Context: an optimization exercise on an open-source flow, tuned for small area, a short achievable clock period and few clock cycles per item. The choices shown serve that exercise and are no tape-out recipe.
Only simulation tests tie the RTL to the original design; equivalence was not proved.
Power figures rest on the tool's default switching activity, not on a simulated workload.

===== flow/standard.sh =====
#!/bin/bash
# synth_recipe.tcl (not shown) runs the flow's synth.tcl, then flattens the netlist and writes it again
# the make line also repeats each setting of config.mk as NAME=value (left out here)
make -C /OpenROAD-flow-scripts/flow DESIGN_CONFIG=/design/flow/config.mk WORK_HOME=/design/flow/orfs CLKGATE_MAP_FILE= SYNTH_SCRIPT=/design/flow/synth_recipe.tcl "${@:-finish}"

===== flow/design.v =====
module aq_axi_sdma64_ctrl
(
  input         ARESETN,
  input         ACLK,
  input [7:0]   S_AXI_AWADDR,
  input         S_AXI_AWVALID,
  output        S_AXI_AWREADY,
  input [31:0]  S_AXI_WDATA,
  input         S_AXI_WVALID,
  output        S_AXI_WREADY,
  output        S_AXI_BVALID,
  input         S_AXI_BREADY,
  input [7:0]   S_AXI_ARADDR,
  input         S_AXI_ARVALID,
  output        S_AXI_ARREADY,
  output [31:0] S_AXI_RDATA,
  output        S_AXI_RVALID,
  input         S_AXI_RREADY,
  output        INTERRUPT,
  output        MASTER_RST,
  output        WR_START,
  output [31:0] WR_ADRS,
  output [31:0] WR_COUNT,
  input         WR_READY,
  input         WR_INT,
  input         WR_FIFO_EMPTY,
  input         WR_FIFO_FULL,
  output        RD_START,
  output [31:0] RD_ADRS,
  output [31:0] RD_COUNT,
  input         RD_READY,
  input         RD_INT,
  input         RD_FIFO_EMPTY,
  input         RD_FIFO_FULL
);
  localparam I_STATUS     = 6'h00;
  localparam I_INT_STATUS = 6'h01;
  localparam I_INT_MASK   = 6'h02;
  localparam I_WR_START   = 6'h04;
  localparam I_WR_ADRS    = 6'h05;
  localparam I_WR_COUNT   = 6'h06;
  localparam I_RD_START   = 6'h08;
  localparam I_RD_ADRS    = 6'h09;
  localparam I_RD_COUNT   = 6'h0A;
  localparam I_TESTDATA   = 6'h0C;
  reg         idle, bvalid, wacc, rpend, rvalid;
  reg [9:0]   sel;
  reg [31:0]  rdata;            
  reg         intr;
  wire        aw_go  = idle & S_AXI_AWVALID & S_AXI_WVALID;
  wire        ar_go  = idle & S_AXI_ARVALID & ~S_AXI_AWVALID;
  wire [5:0]  idx    = S_AXI_AWVALID ? S_AXI_AWADDR[7:2] : S_AXI_ARADDR[7:2];
  wire        wr_ena = wacc;
  wire [31:0] wdata  = rdata;
  wire        bvalid_n = aw_go | (bvalid & ~S_AXI_BREADY);
  wire        rvalid_n = rpend | (rvalid & ~S_AXI_RREADY);
  always @(posedge ACLK or negedge ARESETN) begin
    if(!ARESETN) begin
      idle   <= 1'b0;
      bvalid <= 1'b0;
      wacc   <= 1'b0;
      rpend  <= 1'b0;
      rvalid <= 1'b0;
    end else begin
      bvalid <= bvalid_n;
      wacc   <= aw_go;
      rpend  <= ar_go;
      rvalid <= rvalid_n;
      idle   <= ~aw_go & ~ar_go & ~rpend & ~bvalid_n & ~rvalid_n;
    end
  end
  always @(posedge ACLK) begin
    if(idle) begin
      sel[0] <= (idx == I_STATUS);
      sel[1] <= (idx == I_INT_STATUS);
      sel[2] <= (idx == I_INT_MASK);
      sel[3] <= (idx == I_WR_START);
      sel[4] <= (idx == I_WR_ADRS);
      sel[5] <= (idx == I_WR_COUNT);
      sel[6] <= (idx == I_RD_START);
      sel[7] <= (idx == I_RD_ADRS);
      sel[8] <= (idx == I_RD_COUNT);
      sel[9] <= (idx == I_TESTDATA);
    end
  end
  assign S_AXI_AWREADY = idle;
  assign S_AXI_WREADY  = idle;
  assign S_AXI_ARREADY = idle;
  assign S_AXI_BVALID  = bvalid;
  assign S_AXI_RVALID  = rvalid;
  assign S_AXI_RDATA   = rdata;
  reg           reg_master_reset;
  reg           reg_wr_start1, reg_rd_start1;
  reg           reg_wr_start2, reg_rd_start2;
  reg [31:0]    reg_wr_adrs, reg_rd_adrs;
  reg [31:0]    reg_wr_count, reg_rd_count;
  reg [31:0]    reg_testdata;
  reg [31:0]    reg_int_mask;
  reg [1:0]     reg_int;
  always @(posedge ACLK) begin
    if(aw_go) begin
      rdata <= S_AXI_WDATA;
    end else if(rpend) begin
      rdata <= ({32{sel[0]}} & {reg_master_reset, 31'd0})
             | ({32{sel[1]}} & {30'd0, reg_int})
             | ({32{sel[2]}} & reg_int_mask)
             | ({32{sel[3]}} & {12'd0, WR_FIFO_EMPTY, WR_FIFO_EMPTY, WR_FIFO_FULL, WR_FIFO_FULL, 7'd0, WR_READY, 6'd0, reg_wr_start2, reg_wr_start1})
             | ({32{sel[4]}} & reg_wr_adrs)
             | ({32{sel[5]}} & reg_wr_count)
             | ({32{sel[6]}} & {12'd0, RD_FIFO_EMPTY, RD_FIFO_EMPTY, RD_FIFO_FULL, RD_FIFO_FULL, 7'd0, RD_READY, 6'd0, reg_rd_start2, reg_rd_start1})
             | ({32{sel[7]}} & reg_rd_adrs)
             | ({32{sel[8]}} & reg_rd_count)
             | ({32{sel[9]}} & reg_testdata);
    end
  end
  wire w_status   = wr_ena & sel[0];
  wire w_int_stat = wr_ena & sel[1];
  wire w_int_mask = wr_ena & sel[2];
  wire w_wr_start = wr_ena & sel[3];
  wire w_wr_adrs  = wr_ena & sel[4];
  wire w_wr_count = wr_ena & sel[5];
  wire w_rd_start = wr_ena & sel[6];
  wire w_rd_adrs  = wr_ena & sel[7];
  wire w_rd_count = wr_ena & sel[8];
  wire w_testdata = wr_ena & sel[9];
  wire [1:0] int_n;
  assign int_n[0] = WR_INT | (reg_int[0] & ~(w_int_stat & wdata[0]));
  assign int_n[1] = RD_INT | (reg_int[1] & ~(w_int_stat & wdata[1]));
  wire [1:0] mask_n = w_int_mask ? wdata[1:0] : reg_int_mask[1:0];
  always @(posedge ACLK or negedge ARESETN) begin
    if(!ARESETN) begin
      reg_master_reset <= 1'b0;
      reg_wr_adrs      <= 32'd0;
      reg_wr_count     <= 32'd0;
      reg_rd_adrs      <= 32'd0;
      reg_rd_count     <= 32'd0;
      reg_wr_start1    <= 1'b0;
      reg_wr_start2    <= 1'b0;
      reg_rd_start1    <= 1'b0;
      reg_rd_start2    <= 1'b0;
      reg_int_mask     <= 32'd0;
      reg_int          <= 2'd0;
      reg_testdata     <= 32'd0;
      intr             <= 1'b0;
    end else begin
      if(w_status)   reg_master_reset <= wdata[31];
      if(w_int_mask) reg_int_mask     <= wdata;
      if(w_wr_start) reg_wr_start2    <= wdata[1];
      if(w_wr_adrs)  reg_wr_adrs      <= wdata;
      if(w_wr_count) reg_wr_count     <= wdata;
      if(w_rd_start) reg_rd_start2    <= wdata[1];
      if(w_rd_adrs)  reg_rd_adrs      <= wdata;
      if(w_rd_count) reg_rd_count     <= wdata;
      if(w_testdata) reg_testdata     <= wdata;
      if(!WR_READY)        reg_wr_start1 <= 1'b0;
      else if(w_wr_start)  reg_wr_start1 <= wdata[0];
      if(!RD_READY)        reg_rd_start1 <= 1'b0;
      else if(w_rd_start)  reg_rd_start1 <= wdata[0];
      reg_int <= int_n;
      intr    <= |(int_n & mask_n);
    end
  end
  assign WR_START   = reg_wr_start1 | reg_wr_start2;
  assign WR_ADRS    = reg_wr_adrs;
  assign WR_COUNT   = reg_wr_count;
  assign RD_START   = reg_rd_start1 | reg_rd_start2;
  assign RD_ADRS    = reg_rd_adrs;
  assign RD_COUNT   = reg_rd_count;
  assign MASTER_RST = reg_master_reset;
  assign INTERRUPT  = intr;
endmodule
module aq_axi_sdma64_master
(
  input         ARESETN,
  input         ACLK,
  output [31:0] M_AXI_AWADDR,
  output [7:0]  M_AXI_AWLEN,
  output        M_AXI_AWVALID,
  input         M_AXI_AWREADY,
  output        M_AXI_WLAST,
  output        M_AXI_WVALID,
  input         M_AXI_WREADY,
  input         M_AXI_BVALID,
  output        M_AXI_BREADY,
  output [31:0] M_AXI_ARADDR,
  output [7:0]  M_AXI_ARLEN,
  output        M_AXI_ARVALID,
  input         M_AXI_ARREADY,
  input         M_AXI_RLAST,
  input         M_AXI_RVALID,
  input         MASTER_RST,
  input         WR_START,
  input [31:0]  WR_ADRS,
  input [31:0]  WR_LEN,
  output        WR_READY,
  output        WR_INT,
  output        WR_FIFO_RE,
  input         WR_FIFO_EMPTY,
  input         WR_FIFO_HV_N,
  input         RD_START,
  input [31:0]  RD_ADRS,
  input [31:0]  RD_LEN,
  output        RD_READY,
  output        RD_LAST,
  output        RD_INT,
  output        RD_FIFO_WE,
  input         RD_FIFO_READY     
);
  localparam OUTST = 2'd3;
  reg         w_busy, aw_pend, awvalid;
  reg [28:0]  aw_addr;        
  reg [7:0]   aw_len;
  reg [20:0]  aw_f;           
  reg         aw_z;           
  reg [7:0]   w_l;            
  reg [1:0]   wq, bq;         
  reg         w_act;          
  reg         wvld;           
  reg [7:0]   wbeat;
  reg         wlast;
  reg         aw_hs_d;        
  wire [7:0]  w_li     = WR_LEN[10:3] - 8'd1;
  wire        w_z0     = (WR_LEN[10:3] == 8'd0);
  wire        w_start  = WR_START & ~w_busy;
  wire        aw_hs    = awvalid & M_AXI_AWREADY;
  wire        aw_final = (aw_f == {20'd0, aw_z});
  wire        w_vld    = wvld;
  wire        w_hs     = w_vld & M_AXI_WREADY;
  wire        b_hs     = M_AXI_BVALID & (bq != 2'd0);
  wire        w_done   = b_hs & ~aw_pend & (bq == 2'd1);
  wire        aw_pend_n = aw_pend & ~(aw_hs & aw_final);
  wire [1:0]  bq_n      = bq + {1'b0, aw_hs} - {1'b0, b_hs};
  wire [1:0]  wq_n      = wq + {1'b0, aw_hs} - {1'b0, w_hs & wlast};
  wire [7:0]  wbeat_n   = w_hs ? (wlast ? 8'd0 : wbeat + 8'd1) : wbeat;
  wire        w_l0      = (w_l == 8'd0);
  wire        w_fin_cur = ~aw_pend & (wq == 2'd1);
  wire        w_inc_last = ((wbeat + 8'd1) == (w_fin_cur ? w_l : 8'hFF));
  wire        w_end_last = w_l0 & (aw_hs ? (aw_final & (wq == 2'd1)) : (~aw_pend & (wq == 2'd2)));
  wire        w_new_last = aw_hs & aw_final & w_l0;
  wire        wlast_n    = w_hs ? (wlast ? w_end_last : w_inc_last)
                                : ((wq == 2'd0) ? w_new_last : wlast);
  always @(posedge ACLK or negedge ARESETN) begin
    if(!ARESETN) begin
      w_busy  <= 1'b0;
      aw_pend <= 1'b0;
      awvalid <= 1'b0;
      wq      <= 2'd0;
      bq      <= 2'd0;
      w_act   <= 1'b0;
      wvld    <= 1'b0;
      wbeat   <= 8'd0;
      aw_hs_d <= 1'b0;
    end else if(MASTER_RST) begin
      w_busy  <= 1'b0;
      aw_pend <= 1'b0;
      awvalid <= 1'b0;
      wq      <= 2'd0;
      bq      <= 2'd0;
      w_act   <= 1'b0;
      wvld    <= 1'b0;
      wbeat   <= 8'd0;
      aw_hs_d <= 1'b0;
    end else if(w_start) begin
      w_busy  <= 1'b1;
      aw_pend <= 1'b1;
      awvalid <= 1'b1;
    end else begin
      if(w_done) w_busy <= 1'b0;
      aw_pend <= aw_pend_n;
      awvalid <= aw_pend_n & ~aw_hs & (bq_n != OUTST);
      aw_hs_d <= aw_hs & ~aw_final;
      wq      <= wq_n;
      bq      <= bq_n;
      w_act   <= (wq_n != 2'd0);
      wvld    <= (wq_n != 2'd0) & WR_FIFO_HV_N;
      wbeat   <= wbeat_n;
    end
  end
  always @(posedge ACLK) begin
    wlast <= wlast_n;
    if(~w_busy) begin
      aw_addr <= WR_ADRS[31:3];
      aw_f    <= WR_LEN[31:11];
      aw_z    <= w_z0;
      aw_len  <= (WR_LEN[31:11] == {20'd0, w_z0}) ? w_li : 8'hFF;
      w_l     <= w_li;
    end else if(aw_hs_d) begin
      aw_addr[28:8] <= aw_addr[28:8] + 21'd1;
      aw_f          <= aw_f - 21'd1;
      aw_len        <= (aw_f == {19'd0, aw_z, ~aw_z}) ? w_l : 8'hFF;
    end
  end
  assign M_AXI_AWADDR  = {aw_addr, 3'b000};
  assign M_AXI_AWLEN   = aw_len;
  assign M_AXI_AWVALID = awvalid;
  assign M_AXI_WLAST   = wlast;
  assign M_AXI_WVALID  = w_vld;
  assign M_AXI_BREADY  = 1'b1;
  assign WR_FIFO_RE    = w_hs;
  assign WR_INT        = w_done;
  assign WR_READY      = ~w_busy;
  reg         r_busy, ar_pend, arvalid;
  reg [28:0]  ar_addr;
  reg [7:0]   ar_len;
  reg [20:0]  ar_f;
  reg         ar_z;
  reg [7:0]   r_l;
  reg [1:0]   rq;             
  reg         ar_hs_d;
  wire [7:0]  r_l0     = RD_LEN[10:3] - 8'd1;
  wire        r_z0     = (RD_LEN[10:3] == 8'd0);
  wire        r_start  = RD_START & ~r_busy;
  wire        ar_hs    = arvalid & M_AXI_ARREADY;
  wire        ar_final = (ar_f == {20'd0, ar_z});
  wire        r_hs     = M_AXI_RVALID & RD_FIFO_READY;
  wire        r_final  = ~ar_pend & (rq == 2'd1);
  wire        r_end    = r_hs & M_AXI_RLAST & (rq != 2'd0);
  wire        r_done   = r_end & r_final;
  wire        ar_pend_n = ar_pend & ~(ar_hs & ar_final);
  wire [1:0]  rq_n      = rq + {1'b0, ar_hs} - {1'b0, r_end};
  always @(posedge ACLK or negedge ARESETN) begin
    if(!ARESETN) begin
      r_busy  <= 1'b0;
      ar_pend <= 1'b0;
      arvalid <= 1'b0;
      rq      <= 2'd0;
      ar_hs_d <= 1'b0;
    end else if(r_start) begin
      r_busy  <= 1'b1;
      ar_pend <= 1'b1;
      arvalid <= 1'b1;
    end else begin
      if(r_done) r_busy <= 1'b0;
      ar_pend <= ar_pend_n;
      arvalid <= ar_pend_n & ~ar_hs & (rq_n != OUTST);
      ar_hs_d <= ar_hs & ~ar_final;
      rq      <= rq_n;
    end
  end
  always @(posedge ACLK) begin
    if(~r_busy) begin
      ar_addr <= RD_ADRS[31:3];
      ar_f    <= RD_LEN[31:11];
      ar_z    <= r_z0;
      ar_len  <= (RD_LEN[31:11] == {20'd0, r_z0}) ? r_l0 : 8'hFF;
      r_l     <= r_l0;
    end else if(ar_hs_d) begin
      ar_addr[28:8] <= ar_addr[28:8] + 21'd1;
      ar_f          <= ar_f - 21'd1;
      ar_len        <= (ar_f == {19'd0, ar_z, ~ar_z}) ? r_l : 8'hFF;
    end
  end
  assign M_AXI_ARADDR  = {ar_addr, 3'b000};
  assign M_AXI_ARLEN   = ar_len;
  assign M_AXI_ARVALID = arvalid;
  assign RD_FIFO_WE    = r_hs;
  assign RD_LAST       = M_AXI_RLAST & r_final;
  assign RD_INT        = r_done;
  assign RD_READY      = ~r_busy;
endmodule
module aq_axi_sdma64_fifo
#(
  parameter W = 64
)
(
  input          RST_N,
  input          RST,
  input          CLK,
  input          WREN,
  input [W-1:0]  DI,
  output         FULL,
  output         NFULL,       
  input          RDEN,
  output [W-1:0] DO,
  output         EMPTY,
  output         HV_N         
);
  reg [W-1:0] head, skid;
  reg         hv, sv;           
  reg         nf;               
  wire we = WREN & nf;
  wire re = RDEN & hv;
  wire hv_n = sv | we | (hv & ~re);
  always @(posedge CLK) begin
    if((re & (sv | we)) | (we & ~hv)) head <= sv ? skid : DI;
    if(we & hv & ~re)                 skid <= DI;
  end
  always @(posedge CLK or negedge RST_N) begin
    if(!RST_N) begin
      hv <= 1'b0;
      sv <= 1'b0;
      nf <= 1'b0;
    end else if(RST) begin
      hv <= 1'b0;
      sv <= 1'b0;
      nf <= 1'b1;
    end else begin
      hv <= hv_n;
      sv <= (sv & ~re) | (we & hv & ~re);
      nf <= ~((sv & ~re) | (we & hv & ~re));
    end
  end
  assign DO    = head;
  assign FULL  = sv;
  assign NFULL = nf;
  assign EMPTY = ~hv;
  assign HV_N  = hv_n & ~RST;
endmodule
module aq_axi_sdma64
(
  input         ARESETN,
  input         ACLK,
  input [15:0]  S_AXI_AWADDR,
  input [3:0]   S_AXI_AWCACHE,
  input [2:0]   S_AXI_AWPROT,
  input         S_AXI_AWVALID,
  output        S_AXI_AWREADY,
  input [31:0]  S_AXI_WDATA,
  input [3:0]   S_AXI_WSTRB,
  input         S_AXI_WVALID,
  output        S_AXI_WREADY,
  output        S_AXI_BVALID,
  input         S_AXI_BREADY,
  output [1:0]  S_AXI_BRESP,
  input [15:0]  S_AXI_ARADDR,
  input [3:0]   S_AXI_ARCACHE,
  input [2:0]   S_AXI_ARPROT,
  input         S_AXI_ARVALID,
  output        S_AXI_ARREADY,
  output [31:0] S_AXI_RDATA,
  output [1:0]  S_AXI_RRESP,
  output        S_AXI_RVALID,
  input         S_AXI_RREADY,
  output [0:0]  M_AXI_AWID,
  output [31:0] M_AXI_AWADDR,
  output [7:0]  M_AXI_AWLEN,
  output [2:0]  M_AXI_AWSIZE,
  output [1:0]  M_AXI_AWBURST,
  output        M_AXI_AWLOCK,
  output [3:0]  M_AXI_AWCACHE,
  output [2:0]  M_AXI_AWPROT,
  output [3:0]  M_AXI_AWQOS,
  output [0:0]  M_AXI_AWUSER,
  output        M_AXI_AWVALID,
  input         M_AXI_AWREADY,
  output [63:0] M_AXI_WDATA,
  output [7:0]  M_AXI_WSTRB,
  output        M_AXI_WLAST,
  output [0:0]  M_AXI_WUSER,
  output        M_AXI_WVALID,
  input         M_AXI_WREADY,
  input [0:0]   M_AXI_BID,
  input [1:0]   M_AXI_BRESP,
  input [0:0]   M_AXI_BUSER,
  input         M_AXI_BVALID,
  output        M_AXI_BREADY,
  output [0:0]  M_AXI_ARID,
  output [31:0] M_AXI_ARADDR,
  output [7:0]  M_AXI_ARLEN,
  output [2:0]  M_AXI_ARSIZE,
  output [1:0]  M_AXI_ARBURST,
  output [1:0]  M_AXI_ARLOCK,
  output [3:0]  M_AXI_ARCACHE,
  output [2:0]  M_AXI_ARPROT,
  output [3:0]  M_AXI_ARQOS,
  output [0:0]  M_AXI_ARUSER,
  output        M_AXI_ARVALID,
  input         M_AXI_ARREADY,
  input [0:0]   M_AXI_RID,
  input [63:0]  M_AXI_RDATA,
  input [1:0]   M_AXI_RRESP,
  input         M_AXI_RLAST,
  input [0:0]   M_AXI_RUSER,
  input         M_AXI_RVALID,
  output        M_AXI_RREADY,
  input [63:0]  W_AXIS_TDATA,
  input         W_AXIS_TVALID,
  output        W_AXIS_TREADY,
  input [7:0]   W_AXIS_TSTRB,
  input         W_AXIS_TKEEP,
  input         W_AXIS_TLAST,
  output [63:0] R_AXIS_TDATA,
  output        R_AXIS_TVALID,
  input         R_AXIS_TREADY,
  output        R_AXIS_TLAST,
  input         W_FRAME_SYNC,
  input         R_FRAME_SYNC,
  output        INTERRUPT
);
  wire        master_rst;
  wire        wr_start, wr_ready, wr_int;
  wire [31:0] wr_adrs, wr_len;
  wire        wr_fifo_re, wr_fifo_empty, wr_fifo_full, wr_fifo_hv_n;
  wire        rd_start, rd_ready, rd_last, rd_int;
  wire [31:0] rd_adrs, rd_len;
  wire        rd_fifo_we, rd_fifo_full, rd_fifo_empty;
  aq_axi_sdma64_ctrl u_aq_axi_sdma64_ctrl
  (
    .ARESETN        ( ARESETN ),
    .ACLK           ( ACLK ),
    .S_AXI_AWADDR   ( S_AXI_AWADDR[7:0] ),
    .S_AXI_AWVALID  ( S_AXI_AWVALID ),
    .S_AXI_AWREADY  ( S_AXI_AWREADY ),
    .S_AXI_WDATA    ( S_AXI_WDATA ),
    .S_AXI_WVALID   ( S_AXI_WVALID ),
    .S_AXI_WREADY   ( S_AXI_WREADY ),
    .S_AXI_BVALID   ( S_AXI_BVALID ),
    .S_AXI_BREADY   ( S_AXI_BREADY ),
    .S_AXI_ARADDR   ( S_AXI_ARADDR[7:0] ),
    .S_AXI_ARVALID  ( S_AXI_ARVALID ),
    .S_AXI_ARREADY  ( S_AXI_ARREADY ),
    .S_AXI_RDATA    ( S_AXI_RDATA ),
    .S_AXI_RVALID   ( S_AXI_RVALID ),
    .S_AXI_RREADY   ( S_AXI_RREADY ),
    .INTERRUPT      ( INTERRUPT ),
    .MASTER_RST     ( master_rst ),
    .WR_START       ( wr_start ),
    .WR_ADRS        ( wr_adrs ),
    .WR_COUNT       ( wr_len ),
    .WR_READY       ( wr_ready ),
    .WR_INT         ( wr_int ),
    .WR_FIFO_EMPTY  ( wr_fifo_empty ),
    .WR_FIFO_FULL   ( wr_fifo_full ),
    .RD_START       ( rd_start ),
    .RD_ADRS        ( rd_adrs ),
    .RD_COUNT       ( rd_len ),
    .RD_READY       ( rd_ready ),
    .RD_INT         ( rd_int ),
    .RD_FIFO_EMPTY  ( rd_fifo_empty ),
    .RD_FIFO_FULL   ( rd_fifo_full )
  );
  assign S_AXI_BRESP = 2'b00;
  assign S_AXI_RRESP = 2'b00;
  aq_axi_sdma64_master u_aq_axi_sdma64_master
  (
    .ARESETN        ( ARESETN ),
    .ACLK           ( ACLK ),
    .M_AXI_AWADDR   ( M_AXI_AWADDR ),
    .M_AXI_AWLEN    ( M_AXI_AWLEN ),
    .M_AXI_AWVALID  ( M_AXI_AWVALID ),
    .M_AXI_AWREADY  ( M_AXI_AWREADY ),
    .M_AXI_WLAST    ( M_AXI_WLAST ),
    .M_AXI_WVALID   ( M_AXI_WVALID ),
    .M_AXI_WREADY   ( M_AXI_WREADY ),
    .M_AXI_BVALID   ( M_AXI_BVALID ),
    .M_AXI_BREADY   ( M_AXI_BREADY ),
    .M_AXI_ARADDR   ( M_AXI_ARADDR ),
    .M_AXI_ARLEN    ( M_AXI_ARLEN ),
    .M_AXI_ARVALID  ( M_AXI_ARVALID ),
    .M_AXI_ARREADY  ( M_AXI_ARREADY ),
    .M_AXI_RLAST    ( M_AXI_RLAST ),
    .M_AXI_RVALID   ( M_AXI_RVALID ),
    .MASTER_RST     ( master_rst ),
    .WR_START       ( wr_start & W_FRAME_SYNC ),
    .WR_ADRS        ( wr_adrs ),
    .WR_LEN         ( wr_len ),
    .WR_READY       ( wr_ready ),
    .WR_INT         ( wr_int ),
    .WR_FIFO_RE     ( wr_fifo_re ),
    .WR_FIFO_EMPTY  ( wr_fifo_empty ),
    .WR_FIFO_HV_N   ( wr_fifo_hv_n ),
    .RD_START       ( rd_start & R_FRAME_SYNC ),
    .RD_ADRS        ( rd_adrs ),
    .RD_LEN         ( rd_len ),
    .RD_READY       ( rd_ready ),
    .RD_LAST        ( rd_last ),
    .RD_INT         ( rd_int ),
    .RD_FIFO_WE     ( rd_fifo_we ),
    .RD_FIFO_READY  ( M_AXI_RREADY )
  );
  assign M_AXI_AWID    = 1'b0;
  assign M_AXI_AWSIZE  = 3'b011;
  assign M_AXI_AWBURST = 2'b01;
  assign M_AXI_AWLOCK  = 1'b0;
  assign M_AXI_AWCACHE = 4'b0011;
  assign M_AXI_AWPROT  = 3'b000;
  assign M_AXI_AWQOS   = 4'b0000;
  assign M_AXI_AWUSER  = 1'b1;
  assign M_AXI_WSTRB   = 8'hFF;
  assign M_AXI_WUSER   = 1'b1;
  assign M_AXI_ARID    = 1'b0;
  assign M_AXI_ARSIZE  = 3'b011;
  assign M_AXI_ARBURST = 2'b01;
  assign M_AXI_ARLOCK  = 2'b00;
  assign M_AXI_ARCACHE = 4'b0011;
  assign M_AXI_ARPROT  = 3'b000;
  assign M_AXI_ARQOS   = 4'b0000;
  assign M_AXI_ARUSER  = 1'b1;
  aq_axi_sdma64_fifo #(.W(65)) u_aq_axi_sdma64_rfifo
  (
    .RST_N    ( ARESETN ),
    .RST      ( master_rst ),
    .CLK      ( ACLK ),
    .WREN     ( rd_fifo_we ),
    .DI       ( {rd_last, M_AXI_RDATA} ),
    .FULL     ( rd_fifo_full ),
    .NFULL    ( M_AXI_RREADY ),
    .RDEN     ( R_AXIS_TREADY ),
    .DO       ( {R_AXIS_TLAST, R_AXIS_TDATA} ),
    .EMPTY    ( rd_fifo_empty ),
    .HV_N     ()
  );
  assign R_AXIS_TVALID = ~rd_fifo_empty;
  aq_axi_sdma64_fifo #(.W(64)) u_aq_axi_sdma64_wfifo
  (
    .RST_N    ( ARESETN ),
    .RST      ( master_rst ),
    .CLK      ( ACLK ),
    .WREN     ( W_AXIS_TVALID ),
    .DI       ( W_AXIS_TDATA ),
    .FULL     ( wr_fifo_full ),
    .NFULL    ( W_AXIS_TREADY ),
    .RDEN     ( wr_fifo_re ),
    .DO       ( M_AXI_WDATA ),
    .EMPTY    ( wr_fifo_empty ),
    .HV_N     ( wr_fifo_hv_n )
  );
endmodule

===== flow/constraint.sdc =====
create_clock -name core_clock -period 5.5 [get_ports {ACLK}]
set_input_delay 1.1000 -clock core_clock [delete_from_list [all_inputs] [get_ports {ACLK}]]
set_output_delay 1.1000 -clock core_clock [all_outputs]
set_load 0.01 [all_outputs]

===== flow/flow/run.sh =====
#!/bin/bash
set -euo pipefail
export BUFFER_PORTS_ARGS="-buffer_cell sky130_fd_sc_hd__buf_1"
bash standard.sh > standard.log 2>&1

===== flow/config.mk =====
export PLATFORM = sky130hd
export DESIGN_NAME = aq_axi_sdma64
export DESIGN_NICKNAME = aq_axi_sdma64
export VERILOG_FILES = /design/flow/design.v
export SDC_FILE = /design/flow/constraint.sdc
export NUM_CORES = 4
export LEC_CHECK = 0
export ABC_AREA = 1
export CAP_MARGIN = 20
export CORE_MARGIN = 2
export CORE_UTILIZATION = 65
export CTS_CLUSTER_DIAMETER = 60
export CTS_CLUSTER_SIZE = 30
export PLACE_DENSITY = 0.75
export SETUP_SLACK_MARGIN = 3.2
export SLEW_MARGIN = 20

==> impl_metrics.json, run 1 <==
{
  "place.gp.congestion": 0.8857,
  "grt_usage_pct": 34.26,
  "drive_gt1_share_pct": 9.247,
  "critPathMaxFanout": 2,
  "syn_inst": 2902,
  "cts_buffers": 39,
  "clk_latency_ns": 0.60,
  "p_leak_nw": 13.87,
  "htree_levels": 2,
  "worstSetupPathDepth": 1,
  "nets": 3615,
  "initial_core_util_pct": 66.03,
  "min_path_type": "reg -> reg",
  "final_common_cell": "nand2_1",
  "placement_rows": 77,
  "rsz0062_at_grt": "true",
  "ios": 552,
  "worstSetupStartpointType": "flop",
  "power.density_nw_per_um2": 535.5,
  "synth_top_area_share_pct": 44.54,
  "cts.clk_slew.worst_paths_ns": 0.10,
  "worstMarginPinSlew_ns": 0.8641,
  "arrival_ns": 1.26,
  "crit_chain": "buf_1",
  "syn_area_sq_um": 29320,
  "avgSynthCellArea_sq_um": 10.10,
  "clock_skew_ns": 0.02059,
  "drt_pass1_iterations": 6,
  "synth-edff-count": 435,
  "cap_violations": 0,
  "antenna_found_initial": 15,
  "num-fill-cells": 3178,
  "routed_via_density": 5.772,
  "setup_viol_count_final": 0,
  "layout_common_cells": "nand2_1 (983), edfxtp_1 (435), buf_1 (388)",
  "port_buffers": 436,
  "grt_max_degree": 129,
  "core-area_sq_um": 44410,
  "slowest_stage": "edfxtp_1",
  "hold_viol": 0,
  "die_w_um": 216.4,
  "status": "finished clean",
  "slowest_delay_ns": 0.49,
  "max_freq_mhz": 423.3,
  "remaining_drc_errors": 0,
  "cp_top_family": "flip-flops",
  "crit_buf_inv": 1,
  "hpwlAfterDp_um": 56390,
  "die_area_sq_um": 46830,
  "vdd_drop_max_uv": 351.2,
  "synth_ff_type": "edfxtp_1",
  "cts_sinks": 669,
  "async_flop_share_pct": 34.98,
  "final_cells": 3992,
  "route.vias.total": 23040,
  "tns_ns": 0,
  "ys_seq_area_share_pct": 64.51,
  "criticalPathCategory": "reg -> out",
  "drtIter0Drc": 2646,
  "relSlewSlack_pct": 42.33,
  "synth.area.top_cells": "edfxtp_1 (45%), dfrtp_1 (20%), nand2_1 (13%), o21ai_0 (5.1%), inv_1 (2.6%)",
  "grt_pass1_vias": 21570,
  "drtAntennaViolNets": 0,
  "cp-end-kind": "output port",
  "wire_per_inst_um": 20.65,
  "clockBufferDepth": 3,
  "yosys_warnings": 4,
  "wl_um": 82450,
  "overflow": 0,
  "finalPower_mw": 17.97,
  "dpl.cell_count": 3835,
  "worst_ep_required_time_ns": 4.40,
  "cts_tree": "built",
  "die-height_um": 216.4,
  "yosysTopAreaCell": "edfxtp_1",
  "hold_path_depth": 0,
  "grt_first_pass_wirelength_um": 123100,
  "reg2reg_depth": 5,
  "cts-root-buf": "clkbuf_16",
  "yosys_register_bits": 669,
  "synth.distinct_cells": 54,
  "finalMaxSlewViolations": 0,
  "min_period_ns": 2.362,
  "fin_crit_sh_pct": 42.95,
  "area_delta_synth_final_pct": 14.40
}
-- final timing paths --
kind | endpoint | from | slack [ns]
worst max-delay path | S_AXI_RDATA[13] | u_aq_axi_sdma64_ctrl.rdata[13]$_DFFE_PP_ | 3.14
worst min-delay path | u_aq_axi_sdma64_master.ar_addr[3]$_DFFE_PN_ | u_aq_axi_sdma64_ctrl.reg_rd_adrs[6]$_DFFE_PN0P_ | 0.49
worst max register to register | u_aq_axi_sdma64_ctrl.rdata[7]$_DFFE_PP_ | u_aq_axi_sdma64_ctrl.sel[5]$_DFFE_PP_ | 3.21
worst min register to register | u_aq_axi_sdma64_master.ar_addr[3]$_DFFE_PN_ | u_aq_axi_sdma64_ctrl.reg_rd_adrs[6]$_DFFE_PN0P_ | 0.49
max in group asynchronous | u_aq_axi_sdma64_master.wvld$_DFFE_PN0N_ | ARESETN | 3.67
min in group asynchronous | u_aq_axi_sdma64_ctrl.reg_testdata[28]$_DFFE_PN0P_ | ARESETN | 0.56
-- cells by family (layout without fill, tap and decap cells) --
logic type	after synthesis	in the layout	share of synthesized area, %
buf+inv	391	816	5.858
xor+xnor	59	59	1.762
simple gates	1319	1320	18.42
other cells	2	74	0.02561
compound gates	445	445	8.704
flops	669	669	64.51
mux	2	2	0.07253
fa+ha+maj	15	15	0.6400
-- flip-flops by register name (all words and copies together), names as in the netlist, 10 cells and up --
signal and count:
u_aq_axi_sdma64_ctrl.reg_testdata 32, u_aq_axi_sdma64_wfifo.head 64, u_aq_axi_sdma64_ctrl.reg_wr_adrs 32, u_aq_axi_sdma64_ctrl.reg_int_mask 32, u_aq_axi_sdma64_rfifo.skid 65, u_aq_axi_sdma64_ctrl.rdata 32, u_aq_axi_sdma64_ctrl.sel 10, u_aq_axi_sdma64_ctrl.reg_rd_adrs 32
u_aq_axi_sdma64_master.ar_addr 29, u_aq_axi_sdma64_rfifo.head 65, u_aq_axi_sdma64_ctrl.reg_rd_count 32, u_aq_axi_sdma64_master.aw_f 21, u_aq_axi_sdma64_ctrl.reg_wr_count 32, u_aq_axi_sdma64_master.aw_addr 29, u_aq_axi_sdma64_master.ar_f 21, u_aq_axi_sdma64_wfifo.skid 64
-- power breakdown --
group	switching [mW]	internal [mW]	leakage (nW)	total (mW)
sequential	1.34	7.53	7.09	8.87
combinational	3.73	1.91	6.08	5.64
clock	1.91	1.54	0.691	3.45
-- cell type report --
cell class	count	area [sq um]	area share, %
inverter	212	808.3	2.409
multi-input combinational	1900	9057	27.00
tap	592	740.7	2.208
antenna	15	37.54	0.1119
clock inverter	27	371.6	1.108
sequential	669	18920	56.41
clock buffer	44	1057	3.152
timing repair buffer	533	2551	7.605
-- per-layer routing --
metal / share of wire [%] / wire, um / GRT usage (%)
met1: 38 / 31110 / 44.82
met2: 49 / 40450 / 56.62
met3: 8.0 / 6564 / 4.828
met4: 5.2 / 4290 / 17.49
met5: 0.033 / 27 / 0
-- cells in the mapped netlist (all sizes together) (6+ instances only) --
master	instances
xor2	35
xnor2	24
a31oi	19
o21ai	308
nor3	34
nand2	1001
nor2	159
or2	12
buf	78
inv	211
a22o	6
dfrtp	234
a21oi	32
o31ai	10
clkbuf	101
nand4	33
a221oi	33
nor4	10
o22ai	10
edfxtp	435
a41oi	13
ha	15
nand3	62
-- stage by stage --
step / hold slack, ns / area [sq um] / util [%] / setup WS [ns]
CTS: 0.4969 / 33210 / 74.78 / 3.118
floorplan: 0.4472 / 29650 / - / 2.870
detailed placement: 0.4662 / 31350 / 70.59 / 2.342
global placement: 0.4653 / 31340 / 70.57 / 2.369
finish: 0.4941 / 33550 / 75.53 / 3.138
global route: 0.5091 / 33540 / 75.52 / 3.130
-- repair_timing --
action / 4_1_cts / 5_1_grt
pin swaps: 1 / 1
cloned: 1 / 1
gates resized for setup: 38 / 47
endpoints found under the hold margin: 0 / 0
buffers inserted: 46 / 23
hold buffers: 0 / 0
endpoints found under the setup margin: 146 / 128
Testbench counts, summed over its fixed seeds: cycles 113,529, bytes 935,008.
==> inputs of run 2 (changes only) <==
--- a/flow/config.mk
+++ b/flow/config.mk
@@ -8,2 +8,3 @@
 export ABC_AREA = 1
+export ABC_CLOCK_PERIOD_IN_PS = 2200
 export CAP_MARGIN = 20
==> run 2 against run 1 <==
Against the previous run: sequential power about the same; clock power about the same; largest cell class unchanged; clock skew unchanged; count of clock-buffer cells in the layout unchanged; combinational power about the same; sequential share of layout area unchanged; register-to-register slack about the same; non-clock buffer count unchanged; synthesized cell count unchanged; synthesized area unchanged; worst hold slack unchanged; maximum frequency unchanged.
==> impl_metrics.json, run 2 <==
{
  "status": "finished clean",
  "cts.clk_slew.worst_paths_ns": 0.10,
  "power.density_nw_per_um2": 535.5,
  "finalPower_mw": 17.97,
  "rsz0062_at_grt": "true",
  "synth.distinct_cells": 54,
  "design_area_sq_um": 33550,
  "worstSetupStartpointType": "flop",
  "holdPathEnd": "u_aq_axi_sdma64_master.ar_addr[3]$_DFFE_PN_",
  "drtAntennaViolNets": 0,
  "antenna_found_initial": 15,
  "core-area_sq_um": 44410,
  "place.gp.congestion": 0.8857,
  "rr_endpoint": "u_aq_axi_sdma64_ctrl.rdata[7]$_DFFE_PP_",
  "syn_area_sq_um": 29320,
  "final_util_pct": 75.53,
  "syn_inst": 2902,
  "grt_usage_pct": 34.26,
  "port_buffers": 436,
  "cts_tree": "built",
  "yosysTopAreaCell": "edfxtp_1",
  "setup_viol_count_final": 0,
  "tns_ns": 0,
  "worst_slack_ns": 3.138,
  "yosysMostFrequentCell": "nand2_1",
  "final_common_cell": "nand2_1",
  "fin_crit_sh_pct": 42.95,
  "slowest_stage": "edfxtp_1",
  "ys_seq_area_share_pct": 64.51,
  "cp-end-kind": "output port",
  "wl_um": 82450,
  "initial_core_util_pct": 66.03,
  "vdd_drop_max_uv": 351.2,
  "placement_rows": 77,
  "crit_buf_inv": 1,
  "worstMarginPinSlew_ns": 0.8641,
  "relSlewSlack_pct": 42.33,
  "synth.area.top_cells": "edfxtp_1 (45%), dfrtp_1 (20%), nand2_1 (13%), o21ai_0 (5.1%), inv_1 (2.6%)",
  "synth_ff_type": "edfxtp_1",
  "synth-edff-count": 435,
  "avgSynthCellArea_sq_um": 10.10,
  "min_path_type": "reg -> reg",
  "cts_sinks": 669,
  "synth_top_area_share_pct": 44.54,
  "drtIter0Drc": 2646,
  "layout_common_cells": "nand2_1 (983), edfxtp_1 (435), buf_1 (388)",
  "wire_per_inst_um": 20.65,
  "crit_chain": "buf_1",
  "cts_buffers": 39,
  "area_delta_synth_final_pct": 14.40,
  "placed_cell_area_sq_um": 31350,
  "worst_ep_required_time_ns": 4.40,
  "die_w_um": 216.4,
  "die-height_um": 216.4,
  "clk_latency_ns": 0.60,
  "holdWs_ns": 0.4941,
  "min_period_ns": 2.362,
  "async_flop_share_pct": 34.98,
  "grt_first_pass_wirelength_um": 123100,
  "grt_max_degree": 129,
  "remaining_drc_errors": 0,
  "final_cells": 3992,
  "clock_skew_ns": 0.02059,
  "overflow": 0,
  "routed_via_density": 5.772,
  "max_freq_mhz": 423.3,
  "yosys_warnings": 4,
  "drt_pass1_iterations": 6,
  "cp_top_family": "flip-flops",
  "reg2reg_depth": 5,
  "p_leak_nw": 13.87,
  "hold_path_depth": 0,
  "hpwlAfterDp_um": 56390,
  "yosys_register_bits": 669,
  "critPathMaxFanout": 2,
  "ff2ff_setup_slack_ns": 3.21,
  "hold_viol": 0,
  "hp-start": "u_aq_axi_sdma64_ctrl.reg_rd_adrs[6]$_DFFE_PN0P_",
  "finalMaxSlewViolations": 0,
  "ios": 552,
  "slowest_delay_ns": 0.49,
  "criticalPathCategory": "reg -> out",
  "cts-root-buf": "clkbuf_16",
  "top_regs": "u_aq_axi_sdma64_rfifo.head (65), u_aq_axi_sdma64_rfifo.skid (65)",
  "dpl.cell_count": 3835,
  "die_area_sq_um": 46830,
  "htree_levels": 2,
  "nets": 3615,
  "hold_buffers": 0,
  "drive_gt1_share_pct": 9.247,
  "cap_violations": 0,
  "preCtsSetupSlack_ns": 2.342,
  "synth_common_cells": "nand2_1 (994), edfxtp_1 (435), o21ai_0 (296), dfrtp_1 (234), inv_1 (202)",
  "arrival_ns": 1.26,
  "grt_pass1_vias": 21570,
  "r2r-start": "u_aq_axi_sdma64_ctrl.sel[5]$_DFFE_PP_",
  "clockBufferDepth": 3,
  "route.vias.total": 23040
}
==> run 2: cell counts after synthesis <==
No cell type changed its count.
==> run 2: layout make-up <==
| type | instances | area, sq um |
|---|---|---|
| diodes | 15 | 37.54 |
| fillers | 3178 | 10870 |
| clock buffers | 44 | 1057 |
| repair buffers | 533 | 2551 |
| multi-input cells | 1900 | 9057 |
| clock inverters | 27 | 371.6 |
| well taps | 592 | 740.7 |
| flip-flops and latches | 669 | 18920 |
| inverters | 212 | 808.3 |
==> run 2: metal layers <==
layer	GRT usage (%)	routed length [um]
met5	0	27
met4	17.49	4290
met3	4.828	6564
met2	56.62	40450
met1	44.82	31110
==> run 2: worst max path at each step <==
stage                                                       startpoint                                  endpoint  slack [ns]  cells after the start
after floorplan                                          R_AXIS_TREADY   u_aq_axi_sdma64_rfifo.skid[0]$_DFFE_PP_        2.87                      3
after global placement                                    M_AXI_WREADY  u_aq_axi_sdma64_wfifo.skid[49]$_DFFE_PP_        2.37                      5
after detailed placement                                  M_AXI_WREADY  u_aq_axi_sdma64_wfifo.skid[43]$_DFFE_PP_        2.34                      5
after CTS                 u_aq_axi_sdma64_master.ar_addr[15]$_DFFE_PP_                          M_AXI_ARADDR[18]        3.12                      1
after global routing      u_aq_axi_sdma64_master.ar_addr[15]$_DFFE_PP_                          M_AXI_ARADDR[18]        3.13                      1
final                         u_aq_axi_sdma64_ctrl.rdata[13]$_DFFE_PP_                           S_AXI_RDATA[13]        3.14                      1
==> run 2: cell families (layout without fill, tap and decap cells) <==
kind of cell	Yosys count	after routing	share of synthesized area, %
other	2	74	0.02561
AO/OA/AOI/OAI	445	445	8.704
XOR/XNOR	59	59	1.762
AND/OR/NAND/NOR	1319	1320	18.42
multiplexers	2	2	0.07253
adder cells (fa/ha/maj)	15	15	0.6400
buffers and inverters	391	816	5.858
flip-flops	669	669	64.51
==> run 2: repair_timing <==
item | in CTS | in global routing
gates cloned | 1 | 1
resized for setup | 38 | 47
setup buffers | 46 | 23
endpoints found under the setup margin | 146 | 128
pin swaps | 1 | 1
hold endpoints to repair | 0 | 0
==> run 2: power breakdown <==
part           switching, mW  internal (mW)  total [mW]
Combinational           3.73           1.91        5.64
Sequential              1.34           7.53        8.87
Clock                   1.91           1.54        3.45
==> inputs of run 3 (changes only) <==
--- a/flow/config.mk
+++ b/flow/config.mk
@@ -7,3 +7,2 @@
 export LEC_CHECK = 0
-export ABC_AREA = 1
 export ABC_CLOCK_PERIOD_IN_PS = 2200
==> run 3 against run 2 <==
Against the previous run: power is 7.1% higher; worst setup slack worse by 0.024 ns; register-to-register slack better by 0.02 ns; worst hold slack got worse by 0.12 ns; cell count decreased by 20%; clock power increased by 6%.
==> impl_metrics.json, run 3 <==
{
  "setup_viol_count_final": 0,
  "drtAntennaViolNets": 0,
  "vdd_drop_max_uv": 389.0,
  "avgSynthCellArea_sq_um": 14.20,
  "initial_core_util_pct": 65.55,
  "port_buffers": 436,
  "min_period_ns": 2.386,
  "preCtsSetupSlack_ns": 2.189,
  "die-height_um": 214.7,
  "async_flop_share_pct": 34.98,
  "cts_tree": "built",
  "min_path_type": "in -> async",
  "hold_viol": 0,
  "design_area_sq_um": 33790,
  "grtUsageMet3_pct": 6.001,
  "busiest_layer": "met2",
  "worstSetupPathDepth": 1,
  "finalPower_mw": 19.24,
  "ff2ff_setup_slack_ns": 3.23,
  "r2r-start": "u_aq_axi_sdma64_ctrl.wacc$_DFF_PN0_",
  "critPathCapture": "S_AXI_RDATA[30]",
  "synth-edff-count": 435,
  "relSlewSlack_pct": 30.53,
  "grt_usage_pct": 31.86,
  "worstSetupStartpointType": "flop",
  "core-area_sq_um": 44030,
  "layout_common_cells": "edfxtp_1 (435), buf_1 (383), mux2_2 (328)",
  "cp-end-kind": "output port",
  "final_common_cell": "edfxtp_1",
  "nets": 2818,
  "synth_top_area_share_pct": 45.26,
  "worstMarginPinSlew_ns": 1.036,
  "route.vias.total": 19520,
  "grt_first_pass_wirelength_um": 112400,
  "die_w_um": 214.7,
  "p_leak_nw": 12.56,
  "clock_skew_ns": 0.03640,
  "top_regs": "u_aq_axi_sdma64_rfifo.head (65), u_aq_axi_sdma64_rfifo.skid (65)",
  "tns_ns": 0,
  "cts_sinks": 669,
  "remaining_drc_errors": 0,
  "rr_endpoint": "u_aq_axi_sdma64_ctrl.reg_wr_adrs[29]$_DFFE_PN0P_",
  "holdWs_ns": 0.3698,
  "die_area_sq_um": 46100,
  "dpl.cell_count": 2991,
  "crit_chain": "clkbuf_2",
  "area_delta_synth_final_pct": 17.10,
  "routed_via_density": 6.129,
  "cts_buffers": 42,
  "ys_seq_area_share_pct": 65.55,
  "clk_latency_ns": 0.61,
  "drtIter0Drc": 2270,
  "fin_crit_sh_pct": 43.38,
  "hpwlAfterDp_um": 49460,
  "yosysMostFrequentCell": "edfxtp_1",
  "wl_um": 75250,
  "yosys_warnings": 4,
  "num-fill-cells": 2782,
  "final_cells": 3185,
  "yosysTopAreaCell": "edfxtp_1",
  "placed_cell_area_sq_um": 31020,
  "drt_pass1_iterations": 7,
  "gr-usage-met2_pct": 51.07,
  "htree_levels": 2,
  "rsz0062_at_grt": "true",
  "finalMaxSlewViolations": 0,
  "critPathMaxFanout": 2,
  "synth.area.top_cells": "edfxtp_1 (45%), dfrtp_1 (20%), mux2_2 (13%), nor2_1 (2.2%), xnor2_1 (1.8%)",
  "power.density_nw_per_um2": 569.4,
  "worst_ep_required_time_ns": 4.40,
  "syn_area_sq_um": 28860,
  "synth.distinct_cells": 69,
  "antenna_found_initial": 1,
  "drive_gt1_share_pct": 25.19,
  "yosys_register_bits": 669,
  "seq_area_sq_um": 18940,
  "max_freq_mhz": 419.1,
  "multi_input_comb_area_sq_um": 9434,
  "grt_pass1_vias": 18810,
  "status": "finished clean",
  "synth_ff_type": "edfxtp_1",
  "placement_rows": 77,
  "cap_violations": 0,
  "wire_per_inst_um": 23.63,
  "slowest_stage": "edfxtp_1",
  "crit_buf_inv": 1,
  "synth_common_cells": "edfxtp_1 (435), mux2_2 (328), dfrtp_1 (234), nor2_1 (170), a21oi_1 (89)",
  "grtUsageMet1_pct": 44.48,
  "cp_top_family": "flip-flops",
  "ios": 552,
  "slowest_delay_ns": 0.50,
  "criticalPathCategory": "reg -> out",
  "cts.clk_slew.worst_paths_ns": 0.10,
  "arrival_ns": 1.29,
  "reg2reg_depth": 3,
  "syn_inst": 2033,
  "grt_max_degree": 116,
  "clockBufferDepth": 3,
  "worst_slack_ns": 3.114,
  "setup.worst_path.start": "u_aq_axi_sdma64_ctrl.rdata[30]$_DFFE_PP_",
  "cts-root-buf": "clkbuf_16",
  "place.gp.congestion": 0.8708,
  "final_util_pct": 76.75,
  "overflow": 0
}
## run 3: cell count changes after synthesis, sizes merged, moves of 22 or more
cell / previous run / this run
nand2: 1001 / 64
mux2: 1 / 328
o21ai: 308 / 25
inv: 211 / 51
a21oi: 32 / 89
clkbuf: 101 / 56
a22oi: 1 / 37
xnor2: 24 / 60
nand3: 62 / 31
a22o: 6 / 28
## run 3: power by group
part / internal (mW) / switching (mW) / total, mW / leakage (nW)
Sequential: 7.82 / 1.46 / 9.28 / 6.92
Combinational: 2.78 / 3.55 / 6.33 / 4.88
Clock: 1.71 / 1.93 / 3.64 / 0.765
Total: 12.3 / 6.93 / 19.2 / 12.6
## run 3: logic make-up (layout without fill, tap and decap cells)
| kind of cell | after synthesis | in the layout | share of synthesized area, % |
|---|---|---|---|
| AOI/OAI and AO/OA | 299 | 300 | 7.093 |
| DFF | 669 | 669 | 65.55 |
| adders and majority gates | 15 | 15 | 0.6503 |
| xor gates and xnor gates | 107 | 107 | 3.247 |
| buffers and inverters | 202 | 701 | 3.425 |
| muxes | 332 | 332 | 12.94 |
| other | 2 | 60 | 0.02602 |
| and+or+nand+nor | 407 | 409 | 7.067 |
## run 3: how the worst min path moves through the flow
stage | endpoint | slack, ns | cells after the start | from
after floorplan | u_aq_axi_sdma64_master.ar_hs_d$_DFFE_PN0N_ | 0.44 | 2 | u_aq_axi_sdma64_master.ar_hs_d$_DFFE_PN0N_
after CTS | u_aq_axi_sdma64_ctrl.reg_testdata[12]$_DFFE_PN0P_ | 0.35 | 1 | ARESETN
after global routing | u_aq_axi_sdma64_ctrl.reg_testdata[12]$_DFFE_PN0P_ | 0.36 | 1 | ARESETN
after global placement | u_aq_axi_sdma64_master.aw_addr[2]$_DFFE_PN_ | 0.45 | 0 | u_aq_axi_sdma64_ctrl.reg_wr_adrs[5]$_DFFE_PN0P_
final | u_aq_axi_sdma64_ctrl.reg_testdata[12]$_DFFE_PN0P_ | 0.37 | 1 | ARESETN
after detailed placement | u_aq_axi_sdma64_master.ar_addr[6]$_DFFE_PN_ | 0.46 | 0 | u_aq_axi_sdma64_ctrl.reg_rd_adrs[9]$_DFFE_PN0P_
## run 3: final cells by class
type                       instances  share of cell area [%]
tap                              592                   2.192
sequential                       669                   56.04
timing repair buffer             571                   8.582
clock inverter                    29                   1.237
multi-input combinational       1222                   27.92
timing repair inverter             1                 0.01481
antenna                            1                0.007405
inverter                          51                  0.5776
clock buffer                      49                   3.436
## run 3: repair_timing
item / 4_1_cts / 5_1_grt
hold endpoints to repair: 0 / 0
setup endpoints to repair: 310 / 286
cloned: 4 / 0
resized for setup: 76 / 40
hold buffers: 0 / 0
buffers inserted: 84 / 27
pin swaps: 6 / 4
## run 3: metal layers
metal / up-vias / part of all wire, % / routed length, um
met5: - / 0 / 0
met4: 0 / 3.3 / 2471
met3: 147 / 9.1 / 6821
met2: 1009 / 48 / 36350
met1: 9801 / 39 / 29610
li1: 8565 / - / -
==> inputs of run 4 (changes only) <==
==> flow/flow/run.sh (replaced) <==
#!/bin/bash
set -euo pipefail
export BUFFER_PORTS_ARGS="-buffer_cell sky130_fd_sc_hd__buf_1"
export RECOVER_POWER=100
bash standard.sh > standard.log 2>&1
==> run 4 against run 3 <==
Against the previous run: worst setup slack lost 1.1 ns; design area shrank 1.4%; now fails the layout checks on max-capacitance violations, max-slew violations; highest routed layer unchanged; core utilization shrank 1.1 points; critical path type is now in -> reg; synthesized cell count is the same; critical endpoint is now u_aq_axi_sdma64_wfifo.skid[1]$_DFFE_PP_; clock power is essentially flat; register-to-register slack lost 1.2 ns; worst hold slack gained 0.10 ns; maximum frequency shrank 32%; sequential power is essentially flat; power shrank 0.93%.
==> impl_metrics.json, run 4 <==
{
  "synth.distinct_cells": 69,
  "setup.worst_path.start": "M_AXI_WREADY",
  "crit_chain": "clkbuf_1, nand2_8, and4_1",
  "die-height_um": 214.7,
  "worst_ep_required_time_ns": 5.66,
  "placed_cell_area_sq_um": 31020,
  "min_period_ns": 3.488,
  "cts_tree": "built",
  "cts-root-buf": "clkbuf_16",
  "wl_met2_um": 36130,
  "tns_ns": 0,
  "avgSynthCellArea_sq_um": 14.20,
  "hp-start": "u_aq_axi_sdma64_ctrl.reg_wr_adrs[5]$_DFFE_PN0P_",
  "vdd_drop_max_uv": 390.9,
  "cts.clk_slew.worst_paths_ns": 0.10,
  "worstMarginPinSlew_ns": 2.899,
  "final_common_cell": "edfxtp_1",
  "holdWs_ns": 0.4737,
  "layout_common_cells": "edfxtp_1 (435), buf_1 (383), mux2_2 (323)",
  "syn_area_sq_um": 28860,
  "grt_usage_pct": 31.86,
  "grt_max_degree": 116,
  "remaining_drc_errors": 0,
  "drtAntennaViolNets": 0,
  "core-area_sq_um": 44030,
  "arrival_ns": 3.64,
  "async_flop_share_pct": 34.98,
  "syn_inst": 2033,
  "slowest_delay_ns": 2.18,
  "synth_top_area_share_pct": 45.26,
  "yosysMostFrequentCell": "edfxtp_1",
  "drtIter0Drc": 2184,
  "nets": 2818,
  "top_regs": "u_aq_axi_sdma64_rfifo.head (65), u_aq_axi_sdma64_rfifo.skid (65)",
  "overflow": 0,
  "synth-edff-count": 435,
  "slowest_stage": "and4_1",
  "routed_via_density": 6.121,
  "hold_path_depth": 0,
  "power.density_nw_per_um2": 572.4,
  "status": "failed layout checks",
  "design_area_sq_um": 33300,
  "met1Wirelength_um": 29760,
  "r2r-start": "u_aq_axi_sdma64_master.w_busy$_DFFE_PN0P_",
  "seq_area_sq_um": 18930,
  "htree_levels": 2,
  "die_area_sq_um": 46100,
  "relSlewSlack_pct": -93.29,
  "wl_um": 75070,
  "yosysTopAreaCell": "edfxtp_1",
  "area_delta_synth_final_pct": 15.40,
  "check.faults": "max-capacitance violations, max-slew violations",
  "finalMaxSlewViolations": 349,
  "cp-end-kind": "flop",
  "top_layer": "met4",
  "setup_viol_count_final": 0,
  "grt_pass1_vias": 18810,
  "fin_crit_sh_pct": 63.41,
  "synth.area.top_cells": "edfxtp_1 (45%), dfrtp_1 (20%), mux2_2 (13%), nor2_1 (2.2%), xnor2_1 (1.8%)",
  "hpwlAfterDp_um": 49460,
  "critPathMaxFanout": 64,
  "clockBufferDepth": 3,
  "clk_latency_ns": 0.61,
  "port_buffers": 436,
  "criticalPathCategory": "in -> reg",
  "drt_pass1_iterations": 5,
  "worstSetupStartpointType": "input pin",
  "yosys_warnings": 4,
  "ys_seq_area_share_pct": 65.55,
  "die_w_um": 214.7,
  "cts_sinks": 669,
  "hold_buffers": 0,
  "grt_first_pass_wirelength_um": 112400,
  "cts_buffers": 42,
  "clock_skew_ns": 0.03592,
  "max_freq_mhz": 286.7,
  "route.vias.total": 19500,
  "reg2reg_depth": 2,
  "cap_violations": 10,
  "drive_gt1_share_pct": 20.83,
  "placement_rows": 77,
  "num-fill-cells": 2892,
  "yosys_register_bits": 669,
  "synth_common_cells": "edfxtp_1 (435), mux2_2 (328), dfrtp_1 (234), nor2_1 (170), a21oi_1 (89)",
  "antenna_found_initial": 1,
  "min_path_type": "reg -> reg",
  "initial_core_util_pct": 65.55,
  "place.gp.congestion": 0.8708,
  "multi_input_comb_area_sq_um": 9205,
  "wire_per_inst_um": 23.57,
  "p_leak_nw": 12.27,
  "ios": 552,
  "rsz0062_at_grt": "true",
  "synth_ff_type": "edfxtp_1",
  "routed-wl-met3_um": 6498,
  "hold_viol": 0
}
-- run 4: cell counts after synthesis --
No cell type changed its count.
-- run 4: timing repair --
item                       4_1_cts  5_1_grt
resized for setup               76       40
cloned                           4        0
setup buffers                   84       27
pin swaps                        6        4
hold endpoints to repair         0        0
setup endpoints to repair      310      286
-- run 4: where the power goes --
group	total [mW]	switching, mW	internal, mW
Combinational	6.14	3.51	2.63
Sequential	9.28	1.42	7.86
Clock	3.64	1.93	1.71
Total	19.1	6.87	12.2
-- run 4: area by class of cell --
cell class | instances | share of cell area (%)
sequential | 669 | 56.85
multi-input combinational | 1222 | 27.64
timing repair buffer | 571 | 7.950
clock buffer | 49 | 3.486
tap | 592 | 2.224
clock inverter | 29 | 1.255
inverter | 51 | 0.5786
timing repair inverter | 1 | 0.01503
antenna | 1 | 0.007514
-- run 4: routing by layer --
metal  vias up  track usage, %
met5         -               0
met4         0           10.72
met3       148           6.001
met2       980           51.07
met1      9792           44.48
li1       8575               -
-- run 4: cell families (layout without fill, tap and decap cells) --
family                   count (synthesis)  in the layout  synth area share (%)
AND/OR/NAND/NOR                        407            409                 7.067
other                                    2             60               0.02602
multiplexers                           332            332                 12.94
XOR/XNOR                               107            107                 3.247
adder cells (fa/ha/maj)                 15             15                0.6503
buffers and inverters                  202            701                 3.425
flip-flops                             669            669                 65.55
AO/OA/AOI/OAI                          299            300                 7.093
-- run 4: critical path: cells and delay by family --
family	cells	cell delay (ns)
and+or+nand+nor	2	2.30
buffers and inverters	1	0.19
-- run 4: worst paths after layout --
check	to	slack, ns
min in group asynchronous	u_aq_axi_sdma64_ctrl.reg_testdata[12]$_DFFE_PN0P_	0.62
max in group asynchronous	u_aq_axi_sdma64_ctrl.reg_rd_count[7]$_DFFE_PN0P_	3.65
hold / removal	u_aq_axi_sdma64_master.aw_addr[2]$_DFFE_PN_	0.47
setup reg to reg	u_aq_axi_sdma64_master.aw_addr[13]$_DFFE_PP_	2.02
setup / recovery	u_aq_axi_sdma64_wfifo.skid[1]$_DFFE_PP_	2.01
hold reg to reg	u_aq_axi_sdma64_master.aw_addr[2]$_DFFE_PN_	0.47
-- run 4: stage by stage --
stage               utilization (%)  power [mW]  worst slack [ns]  instances
finish                        75.64       19.06             2.012       3185
CTS                           76.07       19.04             3.096       3157
global placement              70.44       14.61             2.282       2990
floorplan                         -       12.84             2.804       2090
global route                  75.64       19.96             1.800       3185
detailed placement            70.45       14.92             2.189       2991
==> inputs of run 5 (changes only) <==
==> flow/flow/run.sh (replaced) <==
#!/bin/bash
set -euo pipefail
export BUFFER_PORTS_ARGS="-buffer_cell sky130_fd_sc_hd__buf_1"
bash standard.sh > standard.log 2>&1
--- a/flow/config.mk
+++ b/flow/config.mk
@@ -14,3 +14,3 @@
 export PLACE_DENSITY = 0.75
-export SETUP_SLACK_MARGIN = 3.2
+export SETUP_SLACK_MARGIN = 3.0
 export SLEW_MARGIN = 20
==> run 5 against run 4 <==
Against the previous run: non-clock buffer count is 91 lower; die area unchanged; core utilization fell by 1.3 points; critical path type is now reg -> out; routed wire length decreased by 1.7%; the run now finishes clean.
==> impl_metrics.json, run 5 <==
{
  "critPathCapture": "S_AXI_RDATA[24]",
  "yosys_warnings": 4,
  "drive_gt1_share_pct": 19.65,
  "synth_common_cells": "edfxtp_1 (435), mux2_2 (328), dfrtp_1 (234), nor2_1 (170), a21oi_1 (89)",
  "power.density_nw_per_um2": 567.3,
  "crit_buf_inv": 1,
  "clockBufferDepth": 3,
  "ios": 552,
  "tns_ns": 0,
  "pwr-share-comb_pct": 29.8,
  "syn_inst": 2033,
  "synthSimpleGateAreaFrac_pct": 7.067,
  "cts-root-buf": "clkbuf_16",
  "setup_viol_count_final": 0,
  "worstMarginPinSlew_ns": 0.9817,
  "p_int_mw": 11.81,
  "overflow": 0,
  "antenna_found_initial": 1,
  "grt_max_degree": 82,
  "route.vias.total": 19040,
  "avgSynthCellArea_sq_um": 14.20,
  "synth_compound_area_share_pct": 7.093,
  "place.gp.congestion": 0.8787,
  "synth.distinct_cells": 69,
  "power_frac_seq_pct": 51.2,
  "fin_crit_sh_pct": 44.88,
  "hpwlAfterDp_um": 49740,
  "yosysMostFrequentCell": "edfxtp_1",
  "slowest_stage": "edfxtp_1",
  "ff2ff_setup_slack_ns": 3.05,
  "max_freq_mhz": 405.1,
  "clock_power_share_pct": 19.1,
  "die_area_sq_um": 46100,
  "area_delta_synth_final_pct": 13.38,
  "synth_mux_area_share_pct": 12.94,
  "synth_top_area_share_pct": 45.26,
  "wl_um": 73770,
  "worst_ep_required_time_ns": 4.40,
  "placement_rows": 77,
  "yosys_register_bits": 669,
  "clk_latency_ns": 0.61,
  "die_w_um": 214.7,
  "drt_pass1_iterations": 5,
  "hold_buffers": 0,
  "critPathMaxFanout": 7,
  "grt_pass1_vias": 18680,
  "design_area_sq_um": 32720,
  "arrival_ns": 1.37,
  "num-fill-cells": 2948,
  "min_path_type": "reg -> reg",
  "setup.worst_path.start": "u_aq_axi_sdma64_ctrl.rdata[24]$_DFFE_PP_",
  "p_leak_nw": 11.90,
  "routed_via_density": 6.157,
  "grt_first_pass_wirelength_um": 111100,
  "power.switching_mw": 6.749,
  "cp-end-kind": "output port",
  "cap_violations": 0,
  "nets": 2726,
  "async_flop_share_pct": 34.98,
  "die-height_um": 214.7,
  "rr_endpoint": "u_aq_axi_sdma64_ctrl.reg_rd_count[6]$_DFFE_PN0P_",
  "syn_area_sq_um": 28860,
  "relSlewSlack_pct": 34.55,
  "cts_sinks": 669,
  "criticalPathCategory": "reg -> out",
  "r2r-start": "u_aq_axi_sdma64_ctrl.sel[8]$_DFFE_PP_",
  "remaining_drc_errors": 0,
  "ys_seq_area_share_pct": 65.55,
  "cp_top_family": "flip-flops",
  "synth.area.top_cells": "edfxtp_1 (45%), dfrtp_1 (20%), mux2_2 (13%), nor2_1 (2.2%), xnor2_1 (1.8%)",
  "slowest_delay_ns": 0.57,
  "synthAdderAreaFrac_pct": 0.6503,
  "cts_tree": "built",
  "grt_usage_pct": 31.56,
  "crit_chain": "buf_1",
  "vdd_drop_max_uv": 367.8,
  "hold_viol": 0,
  "cts_buffers": 41,
  "cts.clk_slew.worst_paths_ns": 0.09,
  "wire_per_inst_um": 23.86,
  "worstSetupStartpointType": "flop",
  "final_common_cell": "edfxtp_1",
  "finalMaxSlewViolations": 0,
  "layout_common_cells": "edfxtp_1 (435), buf_1 (433), mux2_2 (328)",
  "htree_levels": 2,
  "min_period_ns": 2.468,
  "synth_ff_type": "edfxtp_1",
  "status": "finished clean",
  "clock_skew_ns": 0.02813,
  "netSwitchingFraction_pct": 36.36,
  "core-area_sq_um": 44030,
  "synthXorXnorAreaFrac_pct": 3.247,
  "reg2reg_depth": 3,
  "placed_cell_area_sq_um": 30970,
  "top_regs": "u_aq_axi_sdma64_rfifo.head (65), u_aq_axi_sdma64_rfifo.skid (65)",
  "drtIter0Drc": 1983,
  "worstSetupPathDepth": 1,
  "synth_top_family_by_area": "multiplexers",
  "port_buffers": 436,
  "rsz0062_at_grt": "false",
  "synth-edff-count": 435,
  "initial_core_util_pct": 65.55,
  "yosysTopAreaCell": "edfxtp_1",
  "drtAntennaViolNets": 0
}
run 5: cell counts after synthesis:
Identical to the previous run, type by type.
run 5: area by class of cell:
type	instances	area (sq um)	share of cell area, %
antenna	1	2.502	0.007648
clock buffer	45	1094	3.342
clock inverter	31	416.7	1.273
inverter	51	191.4	0.5851
multi-input combinational	1223	9336	28.53
sequential	669	18930	57.85
tap	592	740.7	2.264
timing repair buffer	480	2009	6.141
run 5: worst register-to-register path, cell delays in order (launching register included):
cell and delay [ns]:
edfxtp_1 0.71, buf_4 0.44, nand2_2 0.63, mux2_2 0.55
run 5: worst min-delay path by stage:
stage | start | endpoint | slack [ns] | depth (start not counted)
2_1_floorplan | u_aq_axi_sdma64_ctrl.rpend$_DFF_PN0_ | u_aq_axi_sdma64_ctrl.rvalid$_DFF_PN0_ | 0.44 | 1
3_3_place_gp | u_aq_axi_sdma64_ctrl.rpend$_DFF_PN0_ | u_aq_axi_sdma64_ctrl.rvalid$_DFF_PN0_ | 0.46 | 1
3_5_place_dp | u_aq_axi_sdma64_ctrl.reg_wr_adrs[4]$_DFFE_PN0P_ | u_aq_axi_sdma64_master.aw_addr[1]$_DFFE_PN_ | 0.46 | 0
4_1_cts | u_aq_axi_sdma64_ctrl.reg_wr_adrs[6]$_DFFE_PN0P_ | u_aq_axi_sdma64_master.aw_addr[3]$_DFFE_PN_ | 0.48 | 0
5_1_grt | u_aq_axi_sdma64_ctrl.reg_wr_adrs[6]$_DFFE_PN0P_ | u_aq_axi_sdma64_master.aw_addr[3]$_DFFE_PN_ | 0.49 | 0
6_report | u_aq_axi_sdma64_ctrl.reg_wr_adrs[6]$_DFFE_PN0P_ | u_aq_axi_sdma64_master.aw_addr[3]$_DFFE_PN_ | 0.48 | 0
run 5: layer usage:
metal | track usage (%) | wire [um]
met1 | 42.69 | 29150
met5 | 0 | 0
met2 | 50.87 | 35380
met3 | 5.775 | 5970
met4 | 13.61 | 3270
run 5: timing repair:
item	4_1_cts	5_1_grt
endpoints found under the setup margin	162	109
pin swaps	3	2
setup buffers	11	7
cloned	2	2
resized for setup	10	5
run 5: through the flow:
step	hold WS [ns]	utilization [%]	setup WS (ns)	instances	total power, mW
after floorplan	0.4388	-	2.804	2090	12.83
after global placement	0.4563	70.34	1.943	2992	14.62
after detailed placement	0.4620	70.34	1.844	2992	14.90
after CTS	0.4795	74.09	2.973	3081	18.51
after global routing	0.4891	74.32	3.000	3092	19.44
final	0.4795	74.32	3.032	3092	18.56
run 5: cell families (layout without fill, tap and decap cells):
logic type / count (synthesis) / after routing
AND/OR/NAND/NOR: 407 / 410
multiplexers: 332 / 332
other: 2 / 60
adder cells (fa/ha/maj): 15 / 15
AO/OA/AOI/OAI: 299 / 300
XOR/XNOR: 107 / 107
flip-flops: 669 / 669
buffers and inverters: 202 / 607
run 5: power groups by stage:
stage          sequential, mW  clock (mW)  combinational (mW)
5_1_grt                  9.69        3.76                6.00
3_5_place_dp             9.57           0                5.32
4_1_cts                  9.45        3.60                5.46
6_report                 9.50        3.54                5.52
3_3_place_gp             9.46           0                5.15
2_1_floorplan            9.27           0                3.56

## separate check: timing with driven ports
Ports are ideal in the flow. The routed layouts listed here were re-timed in OpenROAD.
Step 1: set_driving_cell puts a clkbuf_16 on ACLK and a buf_2 on each other input, an assumption about the parent block.
Step 2 times the ports against the registers' clock, not the clock port: input delays grow and output delays shrink by t, the midpoint of the rising clock arrivals with the driver on.
a / b / c = ideal / step 1 / step 2; a / b = the first two.
run	t (ns)	setup slack, ns	worst register clock-pin slew, ns
run 1	0.649	3.138 / 3.080 / 2.617	0.11 / 0.11
run 2	0.649	3.138 / 3.080 / 2.617	0.11 / 0.11
run 3	0.649	3.114 / 3.055 / 2.672	0.11 / 0.11
run 4	0.649	2.012 / 2.023 / 1.383	0.11 / 0.11
run 5	0.653	3.032 / 2.972 / 2.495	0.11 / 0.11
The setup slack of run 4, which loses most, moves by +0.011 ns with the drivers and by -0.629 ns with both steps.
